This design comes from an exercise in tuning for small area, a short achievable clock period and few clock cycles on the open sky130 flow, not from production work.
At most, simulation tests tie the RTL to the original design; equivalence was not proved.
Power figures rest on the tool's default switching activity, not on a simulated workload.

==> flow/design.v (excerpt) <==
module reuleaux(input logic clk, input logic rst_n, input logic [2:0] colour,
                input logic [7:0] centre_x, input logic [6:0] centre_y, input logic [7:0] diameter,
                input logic start, output logic done,
                output logic [7:0] vga_x, output logic [6:0] vga_y,
                output logic [2:0] vga_colour, output logic vga_plot);
clock: 10.0 ns
lec_check: 0
cap_margin: 20
core_margin: 2
core_utilization: 40
slew_margin: 20
run.sh (not shown) runs the stock make flow with config.mk's settings and CLKGATE_MAP_FILE= SYNTH_SCRIPT=/design/flow/synth_recipe.tcl, a recipe that flattens the netlist after the stock synthesis.
Change:
Settings changed: SETUP_SLACK_MARGIN set to 5.
Power came out higher by 0.62%.
Final cell count is about the same.
Sequential share of layout area is lower by 0.15 points.
First-iteration DRC count hardly moves.
Via count hardly moves.
Clock skew rises by 0.0056 ns.
Wire length stays flat.
Area after synthesis stays the same.
Setup slack gains 0.55 ns.
Final area went up by 0.99%.
Function was not checked in any run of this note: the RTL went through the layout flow alone.


Setup of build 38:
Another version of the RTL of reuleaux (not shown whole).
Size in the first run: about 1,200 cells after synthesis, ~150 flip-flops, about 49 I/O pins, ~12,000 sq um of cells after synthesis.
clock: 10.0 ns
lec_check: 0
cap_margin: 20
core_margin: 2
core_utilization: 40
slew_margin: 20
standard.sh (not shown) runs the stock make flow with config.mk's settings and CLKGATE_MAP_FILE= SYNTH_SCRIPT=/design/flow/synth_recipe.tcl, a recipe that flattens the netlist after the stock synthesis.
==> flow/flow/run.sh <==
#!/bin/bash
set -euo pipefail
bash standard.sh finish SETUP_SLACK_MARGIN=6.9 > standard_flow.log 2>&1
Having completed the whole flow, build 38 delivered a layout that passed the timing, design-rule and antenna checks.
Testbench counts of build 38, summed over its fixed seeds: cycles 17,484.
--- input diff build 38..build 91 ---
- putting ABC_AREA at 1 where nothing was set
==> flow/flow/run.sh <==
#!/bin/bash
set -euo pipefail
bash standard.sh finish SETUP_SLACK_MARGIN=7.0 > standard_flow.log 2>&1
Notes after the runs:
Compared with build 38, total power in build 91 increased by a few percent. Starting DRC count in detailed routing: build 91 vs build 38 — no meaningful difference. In build 91, the final instance area came out about 0.9% below the value in build 38.
### build 91 -> build 97
- removing ABC_AREA (formerly 1)
- changing CORE_UTILIZATION from 40 to 55
- setting PLACE_DENSITY to 0.75 for the first time
==> flow/flow/run.sh <==
#!/bin/bash
set -euo pipefail
bash standard.sh finish SETUP_SLACK_MARGIN=6.8 > standard_flow.log 2>&1
==> summary.txt <==
- Against build 91 as the reference, build 97 delivers a lower clock buffer count in the final layout.
- Build 97: done, clean on timing, DRC and antenna
- Cmp build 97 vs build 91: cell area lower in build 97
- Run comparison: build 91 most common cell after layout, fill and taps aside nand2_1; build 97 most common cell after layout, fill and taps aside ha_1
- [diff] clock skew, build 97 relative to build 91: improvement
- Number of rows in the core area is lower on build 97
[inputs] build 72 vs build 97
- a change of CORE_UTILIZATION from 55 to 40
- a deleted PLACE_DENSITY that had been 0.75
==> flow/flow/run.sh <==
#!/bin/bash
set -euo pipefail
bash standard.sh finish SETUP_SLACK_MARGIN=6.5 > standard_flow.log 2>&1
Results
Highest-delay cell along the critical path = edfxtp_1: build 97; highest-delay cell along the critical path = dfxtp_4: build 72. Of build 72 and build 97, it is build 72 that has the lower internal power component. Comparing shortest period the worst path allows for build 97 and build 72, the bigger number came from build 72. Area of all sequential standard cells (lower): build 72. On build 72: largest stage delay on the critical path is 0.03 ns higher than what build 97 gave. Looking only at sequential share of layout area, and setting everything else aside, the lower value of build 97 and build 72 goes to build 97. Build 72 reports its startpoint of the most critical setup path as u_ctl.d0 while build 97 reports u_ctl.ox[0]. When the final numbers for build 97 and build 72 were put side by side, the power share of the combinational group turned out to be smaller in build 72. Power of build 72 falls short of that of build 97 by a few percent. Higher required time of the critical path among build 97 and build 72: build 72. Between build 97 and build 72, the difference in fraction of area in clock buffers and inverters is negligible. Compared build 97 against build 72; share of async-settable or async-resettable flops after synthesis within noise.


Another version of the RTL of reuleaux (not shown whole).
Size: ~49 I/O pins.
clock: 10.0 ns
lec_check: 0
cap_margin: 20
core_margin: 2
core_utilization: 40
setup_slack_margin: 5
slew_margin: 20
run.sh (not shown) runs the stock make flow with config.mk's settings and CLKGATE_MAP_FILE= SYNTH_SCRIPT=/design/flow/synth_recipe.tcl, a recipe that flattens the netlist after the stock synthesis.
Stock flow here: none of the scripts above is used.
Then changed:
- SETUP_SLACK_MARGIN: 5 -> not set
Clock power went down by 5.8%.
Fmax drops by 18%.
Cell area drops by 13%.
Core utilization falls by 6.7 points.
Hold slack hardly moves.
Cell count decreases by 5.3%.
Flip-flop and latch count stays the same.
Total power goes down by 15%.
Clock-buffer cell count fell by 2.
Global-route usage decreases by 1.8 points.
Register-to-register slack gets worse by 0.62 ns.
No functional check of the RTL was part of any run of this note.


Another version of the RTL of reuleaux (not shown whole).
Size in the first run: roughly 1,200 cells after synthesis, roughly 49 I/O pins, about 0.012 sq mm of cells after synthesis.
Settings: LEC_CHECK=0, ABC_CLOCK_PERIOD_IN_PS=3000, CAP_MARGIN=20, CORE_MARGIN=2, CORE_UTILIZATION=40, SLEW_MARGIN=20; clock period 10.0 ns.
Testbench counts at the start, summed over its fixed seeds: cycles 17,484.
==> next run, changes <==
- CORE_UTILIZATION: 40 -> 65
What happened: The changed run passed the timing, design-rule and antenna checks; non-clock buffer count drops by 1; clock-buffer cell count climbs by 1; core utilization climbs by 28 points; worst hold slack gets worse by 16 ps; routed wire length drops by a few percent.
==> next run, changes <==
- ABC_CLOCK_PERIOD_IN_PS: 3000 -> unset
- CORE_UTILIZATION: 65 -> 40
Final cell count goes up by 11%.
Core utilization is lower by 28 points.
Cell area rises by about 1.6%.
==> next run, changes <==
- SETUP_SLACK_MARGIN: unset -> 5
Outcome: Total power is unchanged. Via count does not change. Combinational power hardly moves.


reuleaux with an RTL version that a note above also has.
For scale: roughly 1,500 cells after synthesis, ~150 flip-flops, roughly 49 I/O pins, about 0.012 mm^2 of cells after synthesis.
Settings: LEC_CHECK=0, ABC_AREA=1, CAP_MARGIN=20, CORE_MARGIN=2, CORE_UTILIZATION=30, SLEW_MARGIN=20; clock period 10.0 ns.
standard.sh (not shown) runs the stock make flow with config.mk's settings and CLKGATE_MAP_FILE= SYNTH_SCRIPT=/design/flow/synth_recipe.tcl, a recipe that flattens the netlist after the stock synthesis.
==> flow/flow/run.sh <==
#!/bin/bash
set -euo pipefail
bash standard.sh finish SETUP_SLACK_MARGIN=6.8 > standard_flow.log 2>&1
The baseline ran to the end with no violations.
Testbench counts at the start, summed over its fixed seeds: cycles 17,484.
Next try:
==> flow/flow/run.sh (replaced) <==
#!/bin/bash
set -euo pipefail
bash standard.sh finish SETUP_SLACK_MARGIN=7.0 > standard_flow.log 2>&1
--- a/flow/config.mk
+++ b/flow/config.mk
@@ -7,6 +7,5 @@
 export LEC_CHECK = 0
-export ABC_AREA = 1
 export CAP_MARGIN = 20
 export CORE_MARGIN = 2
-export CORE_UTILIZATION = 30
+export CORE_UTILIZATION = 40
 export SLEW_MARGIN = 20
Result:
- clock skew hardly moves
- critical path depth came out higher by 2
- power is higher by a few percent
- wire length goes up by a few percent
- hold slack gains 0.0055 ns
- synthesized area came out lower by a few percent
Next try:
==> flow/flow/run.sh (replaced) <==
#!/bin/bash
set -euo pipefail
bash standard.sh finish SETUP_SLACK_MARGIN=6.8 > standard_flow.log 2>&1
Effect: Non-clock buffer count falls by 51. Via count goes down by about 3%. First-iteration DRC count came out lower by about 28%. Setup slack gains 0.063 ns.
Next try:
==> flow/flow/run.sh (replaced) <==
#!/bin/bash
set -euo pipefail
bash standard.sh finish SETUP_SLACK_MARGIN=6.6 > standard_flow.log 2>&1
--- a/flow/config.mk
+++ b/flow/config.mk
@@ -7,2 +7,3 @@
 export LEC_CHECK = 0
+export ABC_AREA = 1
 export CAP_MARGIN = 20
The changed run completed without violations; worst setup slack got worse by 0.17 ns; routed wire length drops by 2.7%; synthesized cell count increases by 23%; global-route usage came out lower by 0.54 points; utilization falls by 4.1 points; non-clock buffer count is lower by 66; total power shrinks by about 0.54%; worst hold slack improves by 0.015 ns; clock power is higher by about 3%.


reuleaux, a different RTL version from the one above (not shown whole).
Size: ~1300 cells after synthesis, roughly 170 flip-flops, about 49 I/O pins, roughly 13000 µm² of cells after synthesis.
Design reuleaux, start of the top module:
module reuleaux(input logic clk, input logic rst_n, input logic [2:0] colour,
                input logic [7:0] centre_x, input logic [6:0] centre_y, input logic [7:0] diameter,
                input logic start, output logic done,
                output logic [7:0] vga_x, output logic [6:0] vga_y,
                output logic [2:0] vga_colour, output logic vga_plot);
Settings: LEC_CHECK=0, CAP_MARGIN=20, CORE_MARGIN=2, CORE_UTILIZATION=50, PLACE_DENSITY=0.8, SLEW_MARGIN=20; clock period 10.0 ns.
run.sh (not shown) runs the stock make flow with config.mk's settings and CLKGATE_MAP_FILE= SYNTH_SCRIPT=/design/flow/synth_recipe.tcl, a recipe that flattens the netlist after the stock synthesis.
Stock flow here: none of the scripts above is used.
The baseline produced a clean layout.
Testbench counts at the start, summed over its fixed seeds: cycles 17,484.
Next try:
==> flow/flow/run.sh (new file) <==
#!/bin/bash
set -euo pipefail
bash standard.sh finish SETUP_SLACK_MARGIN=6.8 > standard_flow.log 2>&1
==> flow/standard.sh (new file) <==
#!/bin/bash
# synth_recipe.tcl (not shown) runs the flow's synth.tcl, then flattens the netlist and writes it again
# the make line also repeats each setting of config.mk as NAME=value (left out here)
make -C /OpenROAD-flow-scripts/flow DESIGN_CONFIG=/design/flow/config.mk WORK_HOME=/design/flow/orfs CLKGATE_MAP_FILE= SYNTH_SCRIPT=/design/flow/synth_recipe.tcl "${@:-finish}"
- ABC_AREA: not set -> 1
- CORE_UTILIZATION: 50 -> 40
- PLACE_DENSITY: 0.8 -> not set
removed: flow/run.sh
After rerunning: Register-to-register slack gets better by 910 ps; clock power went up by 6.8%; synthesized area went up by 1.7%; count of clock-buffer cells in the layout went down by 3; die area went up by 26%; routed wire length went up by 3.5%; core utilization went down by 9.4 points.
Next try:
==> flow/run.sh (new file) <==
#!/bin/bash
# synth_recipe.tcl (not shown) runs the flow's synth.tcl, then flattens the netlist and writes it again
# the make line also repeats each setting of config.mk as NAME=value (left out here)
make -C /OpenROAD-flow-scripts/flow DESIGN_CONFIG=/design/flow/config.mk WORK_HOME=/design/flow/orfs CLKGATE_MAP_FILE= SYNTH_SCRIPT=/design/flow/synth_recipe.tcl finish
- ABC_AREA: 1 -> not set
removed: flow/flow/run.sh
removed: flow/standard.sh
Worst setup slack is worse by 780 ps.
Non-clock buffer count decreases by 26.
Cell area decreases by 4.3%.
Hold slack is better by 6.6 ps.
Total power decreases by 8.6%.
Sequential share of layout area increases by 1.0 points.
Fmax decreases by 20%.
Synthesized cell count decreases by 18%.
Global-route usage decreases by 0.30 points.
Next try:
- GPL_ROUTABILITY_DRIVEN: not set -> 0
- PLACE_DENSITY: not set -> 0.8
=>
- The changed run ran to the end with no violations
- sequential power is about the same
- non-clock buffer count is lower by 3
- power barely changes
- via count rises by a few percent
- routed wire length goes up slightly
- area after synthesis does not change
- sequential share of layout area climbs by 0.12 points
- worst setup slack got worse by 140 ps
- register-to-register slack gets worse by 140 ps


Setup of build 29:
reuleaux, a different RTL version from the one above (not shown whole).
Size in the first run: ~1700 cells after synthesis, ~49 I/O pins, roughly 13000 sq um of cells after synthesis.
clock: 10.0 ns
lec_check: 0
abc_area: 1
cap_margin: 20
core_margin: 2
core_utilization: 40
slew_margin: 20
standard.sh (not shown) runs the stock make flow with config.mk's settings and CLKGATE_MAP_FILE= SYNTH_SCRIPT=/design/flow/synth_recipe.tcl, a recipe that flattens the netlist after the stock synthesis.
==> flow/flow/run.sh <==
#!/bin/bash
set -euo pipefail
bash standard.sh finish SETUP_SLACK_MARGIN=6.8 > standard_flow.log 2>&1
Changes in build 86 relative to build 29:
Settings: a deleted ABC_AREA that had been 1.
--- outcome ---
Met1 track demand over resource: build 86 < build 29
The run showing the greater critical path depth is build 86.
Share of the clock period used by the worst path after layout (lower): build 29
Cmp build 86 and build 29 / post-DP HPWL / lower: build 86
Build 86 vs. build 29: slack of the worst reg-to-reg path went down by 0.15 ns, total global-route track usage fell by 0.97 points, die area shows a reduction of 1400 sq um.
[compare] base=build 29 new=build 86: post-layout utilization of the core went up, data arrival at the endpoint of the critical path went up.
Edits applied to the flow inputs when going from build 86 to build 34:
==> flow/run.sh (new file) <==
#!/bin/bash
# synth_recipe.tcl (not shown) runs the flow's synth.tcl, then flattens the netlist and writes it again
# the make line also repeats each setting of config.mk as NAME=value (left out here)
make -C /OpenROAD-flow-scripts/flow DESIGN_CONFIG=/design/flow/config.mk WORK_HOME=/design/flow/orfs CLKGATE_MAP_FILE= SYNTH_SCRIPT=/design/flow/synth_recipe.tcl finish
removed: flow/flow/run.sh
removed: flow/standard.sh
==> summary.txt <==
Re worst hold slack: build 34 is 0.044 ns up on build 86. Comparing build 86 with build 34, the clock latency reported for the late side of the worst-skew pair came out essentially unchanged. Going from build 86 to build 34, cell depth of the worst setup path now smaller; total power went down 5.9%; worst reg-to-reg path cell count now sits lower; wire length per cell after detailed routing comparable. Compared to build 86, build 34 has setup slack 0.70 ns lower. Row post-route fraction of the period consumed by the critical path: build 34 higher / build 86 lower. Compared with build 86, build 34 shows a higher count of clock-buffer cells in the layout.
Function was not checked in any run of this note: the RTL went through the layout flow alone.


The RTL this note starts from:
==> flow/design.v <==
module circle_control(input logic clk, input logic rst_n, input logic [2:0] colour,
                      input logic [7:0] centre_x, input logic [6:0] centre_y, input logic [7:0] diameter,
                      input logic start, output logic done,
                      output logic [7:0] vga_x, output logic [6:0] vga_y,
                      output logic [2:0] vga_colour, output logic vga_plot);
     function automatic logic [9:0] fadd(input logic [9:0] x, input logic [9:0] y, input logic c);
          logic [9:0] p, g, gg, pp;
          p = x ^ y;
          g = x & y;
          g[0] = g[0] | (p[0] & c);
          pp = p;
          for (int l = 0; l < 4; l++) begin
               for (int i = 9; i >= 0; i--) begin
                    if (((i >> l) & 1) == 1) begin
                         g[i]  = g[i] | (pp[i] & g[((i >> l) << l) - 1]);
                         pp[i] = pp[i] & pp[((i >> l) << l) - 1];
                    end
               end
          end
          fadd[0] = p[0] ^ c;
          for (int i = 1; i < 10; i++) fadd[i] = p[i] ^ g[i - 1];
     endfunction
     function automatic logic fcmp(input logic [7:0] x, input logic [7:0] y, input logic c);
          logic [9:0] s;
          s = fadd({2'b00, x}, {2'b00, ~y}, c);
          fcmp = s[8];
     endfunction
     function automatic logic [18:0] fadd19(input logic [18:0] x, input logic [18:0] y);
          logic [18:0] p, g, pp;
          p = x ^ y;
          g = x & y;
          pp = p;
          for (int l = 0; l < 5; l++) begin
               for (int i = 18; i >= 0; i--) begin
                    if (((i >> l) & 1) == 1) begin
                         g[i]  = g[i] | (pp[i] & g[((i >> l) << l) - 1]);
                         pp[i] = pp[i] & pp[((i >> l) << l) - 1];
                    end
               end
          end
          fadd19[0] = p[0];
          for (int i = 1; i < 19; i++) fadd19[i] = p[i] ^ g[i - 1];
     endfunction
     function automatic logic [37:0] csa19(input logic [18:0] x, input logic [18:0] y, input logic [18:0] z);
          logic [18:0] sm, cy;
          sm = x ^ y ^ z;
          cy = ((x & y) | (x & z) | (y & z)) << 1;
          csa19 = {cy, sm};
     endfunction
     logic start_r, start_rr;
     logic [7:0] d_r, cx_r;
     always_ff @(posedge clk) begin
          start_r    <= start;
          start_rr   <= start_r;
          d_r        <= diameter;
          cx_r       <= centre_x;
          vga_colour <= colour;
     end
     logic [18:0] dz, m6, m3;
     logic [18:0] s296;
     assign dz   = {11'd0, d_r};
     assign s296 = (dz << 8) + (dz << 5) + (dz << 3);
     assign m6   = s296 + dz + 19'd510;
     assign m3   = (s296 << 2) + dz + 19'd1019;
     logic [6:0] dh_c;                                
     assign dh_c = d_r[7:1] + {6'd0, d_r[0]};
     logic [9:0] x1_c, x2_c;
     assign x1_c = fadd({2'b00, cx_r}, {3'b000, dh_c}, 1'b0);
     assign x2_c = fadd({2'b00, cx_r}, ~{3'b000, dh_c}, 1'b1);
     logic [6:0] k6;
     logic [7:0] k3;
     logic [6:0] dh;       
     assign dh = dh_c;
     logic       d0;       
     logic       d1;       
     logic [8:0] x1;       
     logic [7:0] x2;       
     logic       en2;      
     always_ff @(posedge clk) begin
          k6  <= m6[16:10];
          k3  <= m3[18:11];
          d0  <= (d_r == 8'd0);
          d1  <= (d_r == 8'd1);
          x1  <= x1_c[8:0];
          x2  <= x2_c[7:0];
          en2 <= !x2_c[9] && (cx_r != 8'd0);
     end
     logic [9:0] y1_c, y3_c;
     assign y1_c = fadd({3'b000, centre_y}, {3'b000, k6}, 1'b0);
     assign y3_c = fadd({3'b000, centre_y}, ~{2'b00, k3}, 1'b1);
     logic [7:0] y1;       
     logic [6:0] y3;       
     logic       en3;      
     always_ff @(posedge clk) begin
          y1  <= y1_c[7:0];
          y3  <= y3_c[6:0];
          en3 <= !y3_c[9];
     end
     logic [7:0] ox, oy;
     logic [9:0] crit;      
     logic [8:0] dd;        
     logic [9:0] cx10, y110, y310;
     assign cx10 = {2'b00, cx_r};
     assign y110 = {2'b00, y1};
     assign y310 = {3'b000, y3};
     logic [9:0] ox10, oy10;
     assign ox10 = {2'b00, ox};
     assign oy10 = {2'b00, oy};
     logic [9:0] xa1, xb1, xa2, xb2, x3a, x3b, ya, yb, y3x;
     assign xa1 = fadd({1'b0, x1}, ~ox10, 1'b1);
     assign xb1 = fadd({1'b0, x1}, ~oy10, 1'b1);
     assign xa2 = fadd({2'b00, x2}, ox10, 1'b0);
     assign xb2 = fadd({2'b00, x2}, oy10, 1'b0);
     assign x3a = fadd(d0 ? y110 : cx10, oy10, 1'b0);        
     assign x3b = fadd(cx10, ~oy10, 1'b1);
     assign ya  = fadd(y110, ~oy10, 1'b1);
     assign yb  = fadd(y110, ~ox10, 1'b1);
     assign y3x = fadd(y310, ox10, 1'b0);
     function automatic logic in159(input logic [9:0] v);    
          in159 = !v[9] && (v[8:0] != 9'd0) && (v[8:0] <= 9'd159);
     endfunction
     function automatic logic in119(input logic [9:0] v);    
          in119 = !v[9] && (v[8:0] != 9'd0) && (v[8:0] <= 9'd119);
     endfunction
     logic eq, ax, oxgt, oygt, oyge, oxk;
     assign eq   = (dd == 9'd0);
     assign ax   = (oy == 8'd0);
     assign oxgt = !(d1 || (d0 && ax));
     assign oygt = fcmp(oy, {1'b0, dh}, 1'b0);
     assign oyge = fcmp(oy, {1'b0, dh}, 1'b1);
     logic [9:0] ks, kc, kd;
     assign ks   = y310 ^ ox10 ^ ~y110;
     assign kc   = ((y310 & ox10) | (y310 & ~y110) | (ox10 & ~y110)) << 1;
     assign kd   = fadd(ks, kc, 1'b0);
     assign oxk  = !kd[9];
     logic ya_ok, yb_ok, y3x_ok;
     assign ya_ok  = in119(ya);
     assign yb_ok  = in119(yb);
     assign y3x_ok = en3 && (y3x <= 10'd99) && oxk;
     logic [6:0] cand;
     assign cand[0] = in159(xa1) && oxgt && ya_ok;
     assign cand[1] = in159(xb1) && oygt && yb_ok && !eq;
     assign cand[2] = en2 && (xa2 <= 10'd159) && ya_ok && !(eq && !ax);
     assign cand[3] = en2 && (xb2 <= 10'd159) && oyge && yb_ok && !ax;
     assign cand[4] = (x3a <= 10'd159) && (x3a != 10'd0) && y3x_ok;
     assign cand[5] = in159(x3b) && y3x_ok && !ax;
     assign cand[6] = d0 && !ax && !xa1[9] && (xa1 != 10'd0) && (x3a <= 10'd99);
     logic cpos, lval;
     assign cpos = !crit[9];
     assign lval = dd[8] || eq;                       
     logic [9:0] c1, c2;
     assign c1 = fadd(crit, {1'b0, oy, 1'b1}, 1'b0);                        
     assign c2 = fadd(crit, {dd, 1'b1}, 1'b0);                             
     logic [6:0] cr;        
     logic [7:0] oxc, oyc;
     logic busy;
     logic [6:0] sel;       
     assign sel = cr & ~{cr[5:0] | {cr[4:0], 1'b0} | {cr[3:0], 2'b0} | {cr[2:0], 3'b0} |
                         {cr[1:0], 4'b0} | {cr[0], 5'b0}, 1'b0};
     logic adv;
     assign adv = ((cr & ~sel) == 7'd0);
     logic [7:0] xbase, xoff, ybase, yoff;
     logic xs, ys, uox;
     assign uox   = sel[0] | sel[2] | sel[6];           
     assign xs    = sel[0] | sel[1] | sel[5] | sel[6];
     assign ys    = sel[0] | sel[1] | sel[2] | sel[3];
     assign xbase = ({8{sel[0] | sel[1]}} & x1[7:0]) | ({8{sel[2] | sel[3]}} & x2) |
                    ({8{sel[4] | sel[5] | sel[6]}} & cx_r);
     assign ybase = ys ? y1 : {1'b0, y3};
     assign xoff  = uox ? oxc : oyc;
     assign yoff  = uox ? oyc : oxc;
     logic [9:0] pxs, pys;
     assign pxs = fadd({2'b00, xbase ^ {8{xs}}}, {2'b00, xoff}, 1'b0);
     assign pys = fadd({2'b00, ybase ^ {8{ys}}}, {2'b00, yoff}, 1'b0);
     always_ff @(posedge clk) begin
          if (!start_r) begin
               ox   <= d_r;
               oy   <= 8'd0;
               crit <= 10'd0 - {2'b00, d_r};
               dd   <= 9'd0 - {1'b0, d_r};
          end else if (!start_rr || (busy && adv && lval)) begin
               ox   <= cpos ? ox - 8'd1 : ox;
               oy   <= oy + 8'd1;
               crit <= cpos ? c2 : c1;
               dd   <= (d0 && ax) ? 9'h102 : dd + (cpos ? 9'd2 : 9'd1);
          end
          if (!start_rr) begin
               cr   <= cand;
               oxc  <= ox;
               oyc  <= oy;
               busy <= 1'b1;
          end else if (busy) begin
               if (adv) begin
                    cr   <= cand;
                    oxc  <= ox;
                    oyc  <= oy;
                    busy <= lval;
               end else begin
                    cr <= cr & ~sel;
               end
          end
          vga_x    <= pxs[7:0] ^ {8{xs}};
          vga_y    <= pys[6:0] ^ {7{ys}};
          vga_plot <= rst_n && start && start_rr && busy && (cr != 7'd0);
          if (!rst_n || !start) done <= 1'b0;
          else if (start_rr && busy && adv && !lval) done <= 1'b1;
     end
endmodule
module reuleaux(input logic clk, input logic rst_n, input logic [2:0] colour,
                input logic [7:0] centre_x, input logic [6:0] centre_y, input logic [7:0] diameter,
                input logic start, output logic done,
                output logic [7:0] vga_x, output logic [6:0] vga_y,
                output logic [2:0] vga_colour, output logic vga_plot);
     circle_control u_ctl(.clk(clk), .rst_n(rst_n), .colour(colour), .centre_x(centre_x),
                          .centre_y(centre_y), .diameter(diameter), .start(start), .done(done),
                          .vga_x(vga_x), .vga_y(vga_y), .vga_colour(vga_colour), .vga_plot(vga_plot));
endmodule
Settings: LEC_CHECK=0, ABC_AREA=1, CAP_MARGIN=20, CORE_MARGIN=2, CORE_UTILIZATION=40, SLEW_MARGIN=20; clock period 10.0 ns.
==> flow/flow/run.sh <==
#!/bin/bash
set -euo pipefail
bash standard.sh finish SETUP_SLACK_MARGIN=6.9 > standard_flow.log 2>&1
Testbench counts at the start, summed over its fixed seeds: cycles 17,484.
Next try:
==> flow/flow/run.sh (replaced) <==
#!/bin/bash
set -euo pipefail
bash standard.sh finish SETUP_SLACK_MARGIN=6.8 > standard_flow.log 2>&1
Die area stays the same.
Critical path depth rose by 6.
Non-clock buffer count fell by 14.
Wire length fell by 0.50%.
Global-route usage rose by 0.17 points.
Via count fell by 0.46%.
Setup slack is worse by 0.071 ns.
Utilization fell by 0.95 points.
Next try:
Settings changed: CORE_UTILIZATION 40 to 55.
After rerunning:
- synthesized cell count stays the same
- clock skew stays flat
- area after synthesis stays the same
- die area falls by about 27%
- setup slack degrades by 0.075 ns
- global-route usage is higher by 6.1 points
- sequential power stays flat
- flip-flop and latch count does not change
- critical path depth rose by 1
Next try:
==> flow/run.sh (new file) <==
#!/bin/bash
# synth_recipe.tcl (not shown) runs the flow's synth.tcl, then flattens the netlist and writes it again
# the make line also repeats each setting of config.mk as NAME=value (left out here)
make -C /OpenROAD-flow-scripts/flow DESIGN_CONFIG=/design/flow/config.mk WORK_HOME=/design/flow/orfs CLKGATE_MAP_FILE= SYNTH_SCRIPT=/design/flow/synth_recipe.tcl finish
Settings changed: ABC_AREA 1 to unset, CORE_UTILIZATION 55 to 40.
removed: flow/flow/run.sh
removed: flow/standard.sh
After rerunning:
- power went down by 8.8%
- clock skew hardly moves
- design area went down by 5.3%
- area after synthesis went down by 3.0%
- critical path depth went up by 3
- fmax went down by 22%
- combinational power went down by 16%
- final cell count went down by 11%
- routed wire length went down by 1.8%
- sequential share of layout area went up by 1.1 points
- flip-flop and latch count is unchanged

afterwards: timing with drivers on the ports:
In the flow no input, the clock included, has a driving cell. The finished layouts below were timed again as built, in two steps.
Step 1 sets driving cells, clkbuf_16 on the clock port and buf_2 on the other inputs (assumed; they add their load-dependent delay and slew).
Step 2 moves the port delays by t, midway between the first and last clock arrival at a register: inputs arrive t later, outputs are due t later. That takes back most of the time a late clock gives input paths.
Slacks: no drivers / after step 1 / after step 2; pairs: no drivers / after step 1.
| run | shift t [ns] | setup WS [ns] | hold WS [ns] | clock arrival spread, ns |
|---|---|---|---|---|
| the first run of note 1 | 0.486 | 4.465 / 4.465 / 4.465 | 0.449 / 0.449 / 0.449 | 0.010 / 0.009 |
| the second run of note 1 | 0.493 | 5.017 / 5.017 / 5.017 | 0.455 / 0.455 / 0.455 | 0.015 / 0.015 |
| build 38 | 0.479 | 6.782 / 6.782 / 6.347 | 0.389 / 0.389 / 0.389 | 0.016 / 0.017 |
| build 91 | 0.481 | 6.979 / 6.964 / 6.483 | 0.436 / 0.436 / 0.436 | 0.019 / 0.019 |
| build 97 | 0.484 | 6.797 / 6.797 / 6.364 | 0.405 / 0.405 / 0.405 | 0.011 / 0.010 |
| build 72 | 0.490 | 6.631 / 6.631 / 6.274 | 0.405 / 0.405 / 0.405 | 0.013 / 0.014 |
| the first run of note 3 | 0.411 | 2.332 / 2.288 / 1.876 | 0.537 / 0.537 / 0.537 | 0.012 / 0.011 |
| the second run of note 3 | 0.401 | 0.635 / 0.641 / 0.240 | 0.538 / 0.538 / 0.538 | 0.008 / 0.008 |
| the first run of note 4 | 0.484 | 5.889 / 5.889 / 5.889 | 0.492 / 0.492 / 0.492 | 0.020 / 0.020 |
| the second run of note 4 | 0.485 | 5.812 / 5.812 / 5.812 | 0.476 / 0.476 / 0.476 | 0.015 / 0.015 |
| the third run of note 4 | 0.484 | 5.889 / 5.889 / 5.889 | 0.492 / 0.492 / 0.492 | 0.020 / 0.020 |
| the fourth run of note 4 | 0.484 | 5.889 / 5.889 / 5.889 | 0.492 / 0.492 / 0.492 | 0.020 / 0.020 |
| the first run of note 5 | 0.484 | 6.829 / 6.856 / 6.372 | 0.418 / 0.418 / 0.418 | 0.011 / 0.011 |
| the second run of note 5 | 0.468 | 6.770 / 6.757 / 6.289 | 0.423 / 0.423 / 0.423 | 0.014 / 0.014 |
| the third run of note 5 | 0.478 | 6.833 / 6.832 / 6.354 | 0.386 / 0.386 / 0.386 | 0.011 / 0.011 |
| the fourth run of note 5 | 0.480 | 6.663 / 6.640 / 6.203 | 0.402 / 0.402 / 0.402 | 0.013 / 0.013 |
| the first run of note 6 | 0.485 | 5.982 / 5.982 / 5.982 | 0.451 / 0.451 / 0.451 | 0.010 / 0.011 |
| the second run of note 6 | 0.488 | 6.892 / 6.892 / 6.892 | 0.451 / 0.451 / 0.451 | 0.015 / 0.014 |
| the third run of note 6 | 0.491 | 6.114 / 6.114 / 6.114 | 0.457 / 0.457 / 0.457 | 0.018 / 0.018 |
| the fourth run of note 6 | 0.489 | 5.974 / 5.974 / 5.974 | 0.460 / 0.460 / 0.460 | 0.012 / 0.012 |
| build 29 | 0.504 | 6.786 / 6.786 / 6.397 | 0.446 / 0.446 / 0.446 | 0.008 / 0.009 |
| build 86 | 0.486 | 6.633 / 6.633 / 6.282 | 0.457 / 0.457 / 0.457 | 0.014 / 0.013 |
| build 34 | 0.482 | 5.935 / 5.935 / 5.796 | 0.501 / 0.501 / 0.501 | 0.019 / 0.019 |
| the first run of note 8 | 0.479 | 6.968 / 6.918 / 6.491 | 0.406 / 0.406 / 0.406 | 0.012 / 0.012 |
| the second run of note 8 | 0.480 | 6.897 / 6.921 / 6.441 | 0.404 / 0.404 / 0.404 | 0.014 / 0.014 |
| the third run of note 8 | 0.475 | 6.822 / 6.849 / 6.374 | 0.420 / 0.420 / 0.420 | 0.012 / 0.012 |
| the fourth run of note 8 | 0.476 | 5.932 / 5.932 / 5.878 | 0.395 / 0.395 / 0.395 | 0.015 / 0.015 |
After both steps setup and hold are still met in every run listed. The setup slack of build 91, which loses most, moves by -0.015 ns with the drivers and by -0.496 ns with both steps.
